What follows belongs to an exercise in optimizing a design on an open flow for small area; a production flow would make more cautious choices.
The RTL was checked by simulation tests, not by an equivalence proof against the original design.
The clock cells of this run come from the design's own scripts or RTL, not from TritonCTS.
The clock input has no modelled driver; a real chip could not lean on it and would need a root buffer or a full tree.
Power figures rest on the tool's default switching activity, not on a simulated workload.

$ cat flow/config.mk
export PLATFORM = sky130hd
export DESIGN_NAME = stopwatch
export DESIGN_NICKNAME = stopwatch
export VERILOG_FILES = /design/flow/design.v
export SDC_FILE = /design/flow/constraint.sdc
export NUM_CORES = 4
export LEC_CHECK = 0
export CAP_MARGIN = 20
export CORE_MARGIN = 2
export CORE_UTILIZATION = 70
export PLACE_DENSITY = 0.85
export SLEW_MARGIN = 20
$ cat flow/constraint.sdc
create_clock -name core_clock -period 10.0 [get_ports {clk_100MHz}]
set_input_delay 2.0000 -clock core_clock [delete_from_list [all_inputs] [get_ports {clk_100MHz}]]
set_output_delay 2.0000 -clock core_clock [all_outputs]
set_load 0.01 [all_outputs]
$ cat flow/design.v
module debounce(
    input  wire clk,        
    input  wire btn_in,     
    output reg  btn_out     
);
    reg [3:0] run_q;        
    reg full;
    wire [3:0] run = run_q ^ 4'b0100;
    wire out_next = btn_out ^ full;
    wire differs  = btn_in ^ out_next;
    wire feedback = run[3] ^ ~(run[2] & ~run[1] & ~run[0]);
    wire [3:0] run_next = differs ? {run[2:0], feedback} : 4'b0000;
    always @(posedge clk) begin
        btn_out <= out_next;
        run_q <= run_next ^ 4'b0100;
        full  <= differs & (run == 4'b1000);
    end
endmodule
module clock_divider(
    input  wire clk_100MHz,  
    input  wire reset,       
    output wire clk_2Hz,
    output wire clk_1Hz,
    output wire clk_blink,
    output wire [1:0] digit_sel   
);
    reg [4:0] p1;
    reg [4:0] p2;
    reg [3:0] q;
    reg [2:0] q5;
    wire p1_wrap = p1[4] & p1[3];    
    wire p2_wrap = p2[4] & p2[3];    
    wire q5_wrap = q5[2];            
    always @(posedge clk_100MHz) begin
      if (reset) begin
        p1 <= 5'd0;
        p2 <= 5'd0;
        q  <= 4'd0;
        q5 <= 3'd0;
      end else begin
        p1 <= p1_wrap ? 5'd0 : p1 + 5'd1;
        if (p1_wrap) begin
          p2 <= p2_wrap ? 5'd0 : p2 + 5'd1;
          if (p2_wrap) begin
            q  <= q + 4'd1;
            q5 <= q5_wrap ? 3'd0 : q5 + 3'd1;
          end
        end
      end
    end
    assign clk_2Hz   = q[2];
    assign clk_1Hz   = q[3];
    assign clk_blink = q[0] ^ q5[0];
    wire [2:0] scan = p2[2:0] + q[2:0] + {2'b00, |p1};
    assign digit_sel = scan[2:1];
endmodule
module stopwatch(
    input  wire clk_100MHz,
    input  wire btn_reset,
    input  wire btn_pause,
    input  wire sw_adj,
    input  wire sw_sel,
    output reg  [6:0] seg,
    output reg  [3:0] an
);
  wire reset, pause, adjust, select;
  debounce db_reset (.clk(clk_100MHz), .btn_in(btn_reset), .btn_out(reset));
  debounce db_pause (.clk(clk_100MHz), .btn_in(btn_pause), .btn_out(pause));
  debounce db_adjust(.clk(clk_100MHz), .btn_in(sw_adj),    .btn_out(adjust));
  debounce db_select(.clk(clk_100MHz), .btn_in(sw_sel),    .btn_out(select));
  wire clk_2Hz, clk_1Hz, clk_blink;
  wire [1:0] digit_sel;
  clock_divider clk_div_inst (
      .clk_100MHz(clk_100MHz),
      .reset(reset),
      .clk_2Hz(clk_2Hz),
      .clk_1Hz(clk_1Hz),
      .clk_blink(clk_blink),
      .digit_sel(digit_sel)
  );
  reg minute_enable;
  wire sec_clk = (adjust &  select) ? clk_2Hz : clk_1Hz;
  wire min_clk = (adjust & ~select) ? clk_2Hz : minute_enable;
  reg sec_clk_q, min_clk_q;
  always @(posedge clk_100MHz) begin
      sec_clk_q <= sec_clk;
      min_clk_q <= min_clk;
  end
  wire sec_tick = sec_clk & ~sec_clk_q;
  wire min_tick = min_clk & ~min_clk_q;
  wire sec_pause = adjust ? ~select : pause;
  wire min_pause = adjust ?  select : pause;
  wire sec_en = sec_tick & ~sec_pause;
  wire min_en = min_tick & ~min_pause;
  function [3:0] ones_next(input [3:0] c);
      begin
          ones_next[0] = (~c[0]);
          ones_next[1] = (~c[0] & c[1]) | (c[0] & ~c[1] & ~c[3]);
          ones_next[2] = (~c[0] & c[2]) | (c[0] & c[1] & ~c[2]) | (~c[1] & c[2]);
          ones_next[3] = (c[0] & c[1] & c[2]) | (~c[0] & c[3]);
      end
  endfunction
  function [2:0] tens_next(input [2:0] c);
      begin
          tens_next[0] = (~c[0]);
          tens_next[1] = (c[0] & ~c[1] & ~c[2]) | (~c[0] & c[1]);
          tens_next[2] = (c[0] & c[1]) | (~c[0] & c[2]);
      end
  endfunction
  function ones_last(input [3:0] c);
      ones_last = (c[0] & c[3]);
  endfunction
  function tens_last(input [2:0] c);
      tens_last = (c[0] & c[2]);
  endfunction
  reg [3:0] sec_ones, min_ones;
  reg [2:0] sec_tens, min_tens;
  wire sec_ones_wrap = ones_last(sec_ones);
  wire sec_tens_wrap = tens_last(sec_tens);
  wire min_ones_wrap = ones_last(min_ones);
  wire min_tens_wrap = tens_last(min_tens);
  always @(posedge clk_100MHz) begin
      if (reset) begin
          sec_ones <= 4'b0000;
          sec_tens <= 3'b000;
          minute_enable <= 1'b0;
      end else begin
          if (sec_en) begin
              sec_ones <= ones_next(sec_ones);
              if (sec_ones_wrap)
                  sec_tens <= tens_next(sec_tens);
          end
          if (sec_tick)
              minute_enable <= sec_en & sec_ones_wrap & sec_tens_wrap;
      end
  end
  always @(posedge clk_100MHz) begin
      if (reset) begin
          min_ones <= 4'b0000;
          min_tens <= 3'b000;
      end else if (min_en) begin
          min_ones <= ones_next(min_ones);
          if (min_ones_wrap)
              min_tens <= tens_next(min_tens);
      end
  end
  wire blank = adjust & (select == digit_sel[1]) & clk_blink;
  reg [3:0] digit;
  always @(*) begin
      case (digit_sel)
          2'd0: digit = {1'b0, min_tens};
          2'd1: digit = min_ones;
          2'd2: digit = {1'b0, sec_tens};
          default: digit = sec_ones;
      endcase
  end
  wire [6:0] lit;
  assign lit[0] = (digit[3]) | (digit[0] & digit[2]) | (~digit[0] & ~digit[2]) | (digit[1]);
  assign lit[1] = (~digit[0] & ~digit[1]) | (~digit[2]) | (digit[0] & digit[1]);
  assign lit[2] = (~digit[1]) | (digit[2]) | (digit[0]);
  assign lit[3] = (digit[1] & ~digit[2]) | (~digit[0] & ~digit[2]) | (~digit[0] & digit[1]) | (digit[0] & ~digit[1] & digit[2]) | (digit[3]);
  assign lit[4] = (~digit[0] & ~digit[2]) | (~digit[0] & digit[1]);
  assign lit[5] = (~digit[1] & digit[2]) | (~digit[0] & digit[2]) | (~digit[0] & ~digit[1]) | (digit[3]);
  assign lit[6] = (~digit[0] & digit[2]) | (digit[1] & ~digit[2]) | (~digit[1] & digit[2]) | (digit[3]);
  wire [6:0] seg_code = ~lit;
  always @(*) begin
      seg = blank ? 7'b1111111 : seg_code;
      case (digit_sel)
          2'd0: an = 4'b0111;
          2'd1: an = 4'b1011;
          2'd2: an = 4'b1101;
          default: an = 4'b1110;
      endcase
  end
endmodule
$ cat flow/flow/run.sh
#!/bin/bash
# Own layout flow: the standard synthesis, then an area-oriented re-mapping
# of its combinational logic (the registers are kept as they are), then the
# standard ORFS steps with minimum-size port buffers and a clock tree of
# small clock buffers.
set -euo pipefail
W=$PWD
R=$W/orfs/results/sky130hd/stopwatch/base
LIB=$FLOW_HOME/platforms/sky130hd/lib/sky130_fd_sc_hd__tt_025C_1v80.lib

bash standard.sh synth > $W/log_1_synth_standard.log 2>&1
cp $R/1_2_yosys.v $W/1_2_yosys_standard.v

# Re-map with ABC: SAT-based AIG optimisation (&deepsyn) with several seeds,
# then choices and area mapping; keep the smallest netlist.
mkdir -p $W/reopt
run_one() {
  local tag=$1 seed=$2 mapper=$3
  echo "strash; &get -n; &deepsyn -T 20 -S $seed; &put; $mapper; topo" > $W/reopt/$tag.abc
  LIB=$LIB IN=$W/1_2_yosys_standard.v OUT=$W/reopt/$tag.v ABC_SCRIPT=$W/reopt/$tag.abc \
    yosys -c $W/flow/reopt.tcl > $W/log_1_reopt_$tag.log 2>&1 || true
}
for seeds in "1 2 3 4" "5 6 7 8" "9 10 11 12"; do
  for seed in $seeds; do
    run_one s${seed}_dch $seed "dch; amap" &
  done
  wait
done
for seed in 1 2 3 4; do
  run_one s${seed}_dchf $seed "dch -f; amap" &
done
wait
# Take the smallest netlist that yosys proves equivalent to the standard one
# (same registers, equivalent logic between them); else keep the standard.
for log in $W/log_1_reopt_*.log; do
  tag=${log#$W/log_1_reopt_}
  tag=${tag%.log}
  area=$( (grep "Chip area for top module" $log || true) | tail -1 | awk '{print $NF}')
  if [[ -n "$area" && -s $W/reopt/$tag.v ]]; then
    echo "$tag $area" >> $W/reopt/areas.txt
  fi
done
touch $W/reopt/areas.txt
chosen=standard
for tag in $(sort -g -k2 $W/reopt/areas.txt | awk '{print $1}'); do
  if LIB=$LIB GOLD=$W/1_2_yosys_standard.v GATE=$W/reopt/$tag.v \
      yosys -c $W/flow/equiv.tcl > $W/log_1_equiv_$tag.log 2>&1; then
    chosen=$tag
    cp $W/reopt/$tag.v $R/1_2_yosys.v
    touch $R/1_2_yosys.v
    break
  fi
done
echo "chosen: $chosen" >> $W/reopt/areas.txt

# Clock tree: flip-flops split by position into 4 groups of equal size, one
# clock buffer per group, each driven by the clock port; each buffer is the
# smallest of SW_CLOCK_SIZES that keeps its flip-flops' clock slew under
# SW_CLOCK_SLEW_NS (see cts_hook.tcl).
export SW_CLOCK_GROUPS=4
export SW_CLOCK_BUFFER=sky130_fd_sc_hd__clkbuf_8
export SW_CLOCK_SIZES="sky130_fd_sc_hd__clkbuf_8 sky130_fd_sc_hd__clkbuf_16"
export SW_CLOCK_SLEW_NS=0.1
bash standard.sh "PRE_CTS_TCL=$W/flow/cts_hook.tcl" \
  "BUFFER_PORTS_ARGS=-buffer_cell sky130_fd_sc_hd__buf_1" \
  finish > $W/log_2_finish.log 2>&1
$ cat flow/flow/cts_hook.tcl
# Clock distribution for a design this small: the flip-flops are split into
# SW_CLOCK_GROUPS groups of equal size by position (balanced k-means), and
# each group gets one clock buffer, at the group's centroid, driven by the
# clock port. This replaces
# TritonCTS's H-tree, which builds several levels of buffers. With
# SW_CLOCK_ROOT set, one more buffer of that type drives the group buffers.
rename clock_tree_synthesis tritoncts_clock_tree_synthesis
proc clock_tree_synthesis { args } {
  set block [ord::get_db_block]
  set dbu [$block getDbUnitsPerMicron]
  set ffs {}
  foreach inst [$block getInsts] {
    if { [[$inst getMaster] isSequential] } {
      set bbox [$inst getBBox]
      lappend ffs [list [$inst getName] \
        [expr { ([$bbox xMin] + [$bbox xMax]) / 2.0 / $dbu }] \
        [expr { ([$bbox yMin] + [$bbox yMax]) / 2.0 / $dbu }]]
    }
  }
  set k $::env(SW_CLOCK_GROUPS)
  set ffs [lsort -real -index 1 $ffs]
  set n [llength $ffs]
  # Start from k groups of the flip-flops sorted by x.
  set centers {}
  for { set c 0 } { $c < $k } { incr c } {
    set f [lindex $ffs [expr { int(($c + 0.5) * $n / $k) }]]
    lappend centers [list [lindex $f 1] [lindex $f 2]]
  }
  for { set iter 0 } { $iter < 50 } { incr iter } {
    set groups {}
    for { set c 0 } { $c < $k } { incr c } { lappend groups {} }
    # Balanced assignment: nearest pairs first, at most ceil(n/k) per group.
    set cap [expr { ($n + $k - 1) / $k }]
    set pairs {}
    set i 0
    foreach f $ffs {
      for { set c 0 } { $c < $k } { incr c } {
        lassign [lindex $centers $c] cx cy
        lappend pairs [list [expr { abs([lindex $f 1] - $cx) + abs([lindex $f 2] - $cy) }] $i $c]
      }
      incr i
    }
    set placed {}
    set count {}
    for { set c 0 } { $c < $k } { incr c } { lappend count 0 }
    foreach p [lsort -real -index 0 $pairs] {
      lassign $p d i c
      if { [dict exists $placed $i] || [lindex $count $c] >= $cap } { continue }
      dict set placed $i $c
      lset count $c [expr { [lindex $count $c] + 1 }]
      lset groups $c [concat [lindex $groups $c] [list [lindex $ffs $i]]]
    }
    set centers {}
    foreach g $groups {
      set sx 0.0
      set sy 0.0
      foreach f $g { set sx [expr { $sx + [lindex $f 1] }]; set sy [expr { $sy + [lindex $f 2] }] }
      set m [expr { max(1, [llength $g]) }]
      lappend centers [list [expr { $sx / $m }] [expr { $sy / $m }]]
    }
  }
  set c 0
  foreach g $groups {
    if { [llength $g] == 0 } { continue }
    set pins {}
    foreach f $g { lappend pins [get_pins [lindex $f 0]/CLK] }
    lassign [lindex $centers $c] cx cy
    puts "Clock buffer $c at ($cx, $cy) for [llength $g] flip-flops"
    insert_buffer -buffer_cell $::env(SW_CLOCK_BUFFER) -net clk_100MHz \
      -load_pins $pins -location [list $cx $cy] \
      -buffer_name clkbuf_g$c -net_name clk_g$c
    incr c
  }
  # Size each group's buffer: the smallest of SW_CLOCK_SIZES whose worst
  # flip-flop clock-pin slew (placement parasitics) stays under
  # SW_CLOCK_SLEW_NS, else the largest.
  if { [info exists ::env(SW_CLOCK_SIZES)] } {
    set_propagated_clock [all_clocks]
    set sizes $::env(SW_CLOCK_SIZES)
    for { set i 0 } { $i < $c } { incr i } {
      set inst [lindex [get_cells clkbuf_g$i*] 0]
      foreach size $sizes {
        replace_cell $inst $size
        estimate_parasitics -placement
        set worst 0
        foreach f [lindex $groups $i] {
          set s [get_property [get_pins [lindex $f 0]/CLK] slew_max]
          if { $s > $worst } { set worst $s }
        }
        puts "Clock group $i: $size, worst slew $worst"
        if { $worst <= $::env(SW_CLOCK_SLEW_NS) } { break }
      }
    }
  }
  if { [info exists ::env(SW_CLOCK_ROOT)] && $::env(SW_CLOCK_ROOT) ne "" } {
    # One root buffer drives the group buffers, so the port drives one pin.
    set pins {}
    set sx 0.0
    set sy 0.0
    for { set i 0 } { $i < $c } { incr i } {
      lappend pins [get_pins clkbuf_g$i*/A]
      lassign [lindex $centers $i] cx cy
      set sx [expr { $sx + $cx }]
      set sy [expr { $sy + $cy }]
    }
    insert_buffer -buffer_cell $::env(SW_CLOCK_ROOT) -net clk_100MHz \
      -load_pins $pins -location [list [expr { $sx / $c }] [expr { $sy / $c }]] \
      -buffer_name clkbuf_root -net_name clk_root
  }
  set_propagated_clock [all_clocks]
}
$ cat flow/flow/equiv.tcl
# Check that the re-mapped netlist ($::env(GATE)) does what the standard
# synthesis netlist ($::env(GOLD)) does: same registers (by name), and
# equivalent logic between them.
yosys read_liberty -ignore_miss_func $::env(LIB)
yosys read_verilog $::env(GOLD)
yosys rename stopwatch gold
yosys read_verilog $::env(GATE)
yosys rename stopwatch gate
yosys hierarchy -check
yosys flatten
yosys delete t:\$scopeinfo
yosys opt_clean
yosys equiv_make gold gate equiv
yosys hierarchy -top equiv
yosys equiv_simple -seq 1
yosys equiv_induct
yosys equiv_status -assert
$ cat flow/flow/reopt.tcl
# Re-map the combinational logic of the standard synthesis netlist for area.
# The flip-flop cells (and so their names and types) are kept as they are.
yosys read_liberty -ignore_miss_func $::env(LIB)
yosys read_verilog $::env(IN)
yosys hierarchy -top stopwatch
foreach ff {dfxtp_1 dfxtp_2 dfxtp_4} {
  yosys setattr -mod -set keep_hierarchy 1 sky130_fd_sc_hd__$ff
}
yosys flatten
yosys delete t:\$scopeinfo
yosys opt_clean
yosys abc -liberty $::env(LIB) -script $::env(ABC_SCRIPT) \
  -dont_use *lpflow* -dont_use *probe* -dont_use sky130_fd_sc_hd__clkbuf_* \
  -dont_use *clkinv* -dont_use *dlygate* -dont_use *dlymetal* -dont_use *clkdly*
yosys opt_clean -purge
yosys hilomap -singleton -hicell sky130_fd_sc_hd__conb_1 HI -locell sky130_fd_sc_hd__conb_1 LO
yosys splitnets
yosys opt_clean -purge
yosys stat -liberty $::env(LIB)
yosys select stopwatch
yosys write_verilog -noattr -nohex -nodec -selected $::env(OUT)
$ cat flow/standard.sh
#!/bin/bash
# synth_recipe.tcl (not shown) runs the flow's synth.tcl, then flattens the netlist and writes it again
# the make line also repeats each setting of config.mk as NAME=value (left out here)
make -C /OpenROAD-flow-scripts/flow DESIGN_CONFIG=/design/flow/config.mk WORK_HOME=/design/flow/orfs CLKGATE_MAP_FILE= SYNTH_SCRIPT=/design/flow/synth_recipe.tcl "${@:-finish}"
==> reports/metrics.cfg <==
[detailed_routing]
post-route-drc-count=0
vias=1774
vias_per_cell=5.61
drt_pass1_iterations=4
drtIter0Drc=91
drtAntennaViolNets=0
wirelength_um=3750
drt-wirelength-per-cell_um=11.9

[global_route]
grt_pass1_wl_um=5940
use_met2_pct=37.5
grt_pass1_vias=1448
gr-total-overflow=0
antenna_found_initial=0
grt_max_degree=18
busiest_layer=met2
track_usage_pct=20.9
use_met3_pct=1.97
grt_use_met1_pct=28.2

[worst_hold_path]
hp-class=reg -> reg
hp-start=db_select.run_q[2]
hold_path_end=db_select.run_q[3]
holdPathStages=1

[synthesis]
ys_warn_count=3
syn_inst=264
syn-cell-area_mm2=0.00216
synth_nets=269
syn_avg_cell_area_um2=8.19

[floorplan]
die_y_um=59.6
pin_count=16
core_area_mm2=0.00300
die_x_um=59.6
die-area_mm2=0.00355
start_util_pct=72.0
fp-row-count=20

[final_layout]
layout.nets=290
num_antenna_cells=0
fillers=236
drive_above_1_share_pct=1.41
syn2layout_area_growth_pct=7.06
final_area_mm2=0.00231

[clock_network]
cts.clk_slew.worst_paths_ps=80
cts_resized=0
insertion_delay_ps=150
postCtsSetupRepairBufs=0
ctsHoldBuffers=0

[worst_setup_path]
end_kind=primary output
cp_max_fo=5
path_class=reg -> out
reg2reg_slack_ps=7960
worst_path_largest_cell_delay_ps=390
r2r_cells=4
cp_data_required_time_ps=8000
startpoint_type=flop
crit_slowest_cell=or4_1
crit_arrival_ps=3440
rr_endpoint=db_reset.full
r2r-start=db_reset.btn_out
crit_chain=nor2_1 -> o21ai_0 -> or4_1 -> o21ai_0 -> nand2_1 -> o21ai_0 -> nor2_1 -> a21oi_1 -> inv_1 -> or2_0 -> o22ai_1 -> nor2_1 -> nor2_1 -> inv_1 -> o22ai_1 -> or2_0 -> o21ai_0 -> o31a_1 -> buf_1

[timing]
fin_crit_sh_pct=54.4
fin_crit_ps=5440
fmax_mhz=184
hold_violations=0
relSlewSlack_pct=58.8
whs_ps=407
fin_setup_tns_ps=0
slew_violations=0
finalClockSkew_ps=5.83
tightestPinTransition_ps=617
grt_setup_unrepaired=false
setup_violations=0

[place]
dp_hpwl_um=2740
place_area_mm2=0.00226
numPortBuffers=15
gp_congestion=0.845

[power_and_ir_drop]
p_per_area_mw_per_mm2=211
vdd_drop_max_mv=0.177
p_leak_nw=0.886

[status]
status=complete, no violations

[run]
maxCapViolations=0

## how the worst max path moves through the flow
stage / slack, ps / to / cells past startpoint / startpoint
global placement: 4900 / seg[6] / 19 / clk_div_inst.p1[1]
detailed placement: 4760 / seg[6] / 19 / clk_div_inst.p1[0]
global route: 4140 / seg[6] / 18 / clk_div_inst.p1[1]
CTS: 4580 / seg[6] / 19 / clk_div_inst.p1[0]
finish: 4560 / seg[6] / 19 / clk_div_inst.p1[0]
floorplan: 4950 / seg[6] / 17 / clk_div_inst.p1[1]
## layout by cell type (no fill, tap or decap), drive strengths merged
cell type	instances
nor2	54
nor3	9
a211oi	7
or4	1
o22ai	9
a21oi	11
nand3	1
nand2	25
buf	15
dfxtp	58
nor2b	6
o31a	1
xnor2	1
or2	3
nand4	3
o32ai	1
and3	2
inv	24
or3	4
nand2b	4
clkbuf	4
nor4	6
o21a	1
o21ai	26
a22oi	3
and2	2
a222oi	1
a32oi	1
## area by class of cell, without the clock buffers
| type | count | area (µm²) | share of cell area [%] |
|---|---|---|---|
| Sequential cell | 58 | 1160 | 50.2 |
| Multi-Input combinational cell | 182 | 911 | 39.4 |
| Inverter | 24 | 90.1 | 3.89 |
| Timing Repair Buffer | 15 | 56.3 | 2.43 |
| Tap cell | 33 | 41.3 | 1.78 |
## per-layer routing
layer	routed length, µm	share of wire (%)
met1	1800	48
met2	1750	47
met3	173	4.6
met4	32	0.85
met5	0	0
## where the power goes
group          internal, mW  switching, mW
clock                0.0368         0.0534
combinational        0.0326         0.0555
sequential            0.275         0.0347
## metrics by stage
| stage | util (%) | total power, mW | worst slack (ps) | instances |
|---|---|---|---|---|
| finish | 77.1 | 0.488 | 4560 | 316 |
| detailed placement | 75.3 | 0.403 | 4760 | 312 |
| global route | 77.1 | 0.518 | 4140 | 316 |
| CTS | 77.1 | 0.492 | 4580 | 316 |
| floorplan | - | 0.376 | 4950 | 264 |
| global placement | 75.3 | 0.399 | 4900 | 312 |
## flip-flops by register name, summed over array words and instances (netlist names), named ones only
register / cells
min_clk_q: 1
clk_div_inst.q5: 3
db_adjust.btn_out: 1
sec_tens: 2
db_select.btn_out: 1
minute_enable: 1
db_pause.run_q: 4
db_reset.btn_out: 1
clk_div_inst.q: 4
min_ones: 4
clk_div_inst.p2: 5
db_reset.run_q: 4
clk_div_inst.p1: 5
db_pause.btn_out: 1
db_select.run_q: 4
db_pause.full: 1
db_adjust.run_q: 4
min_tens: 2
db_adjust.full: 1
sec_ones: 4
sec_clk_q: 1
db_select.full: 1
db_reset.full: 1
## worst max-delay path, delay by kind of cell, from the launching register on
kind / cells / cell delay [ps]
AOI/OAI and AO/OA: 8 / 1330
buffers and inverters: 3 / 300
DFF: 1 / 330
and+or+nand+nor: 8 / 1350

## afterwards: timing with drivers on the ports
The results above use ideal ports. As a check the final layout listed here was re-extracted and re-timed, cells and wires unchanged.
Step 1 sets driving cells, clkbuf_16 on the clock port and buf_2 on the other inputs (assumed; they add their load-dependent delay and slew).
Step 2 times the ports against the registers' clock, not the clock port: input delays grow and output delays shrink by t, the midpoint of the rising clock arrivals with the driver on.
a / b / c = ideal / step 1 / step 2; a / b = the first two.
t (ns): 0.197
slack for setup (ns): 4.557 / 4.504 / 4.701
worst setup path after step 2: register to output
pins driven straight from the clock port: 4
After both steps this run still meets setup and hold. The setup slack of this run moves by -0.053 ns with the drivers and by +0.144 ns with both steps.
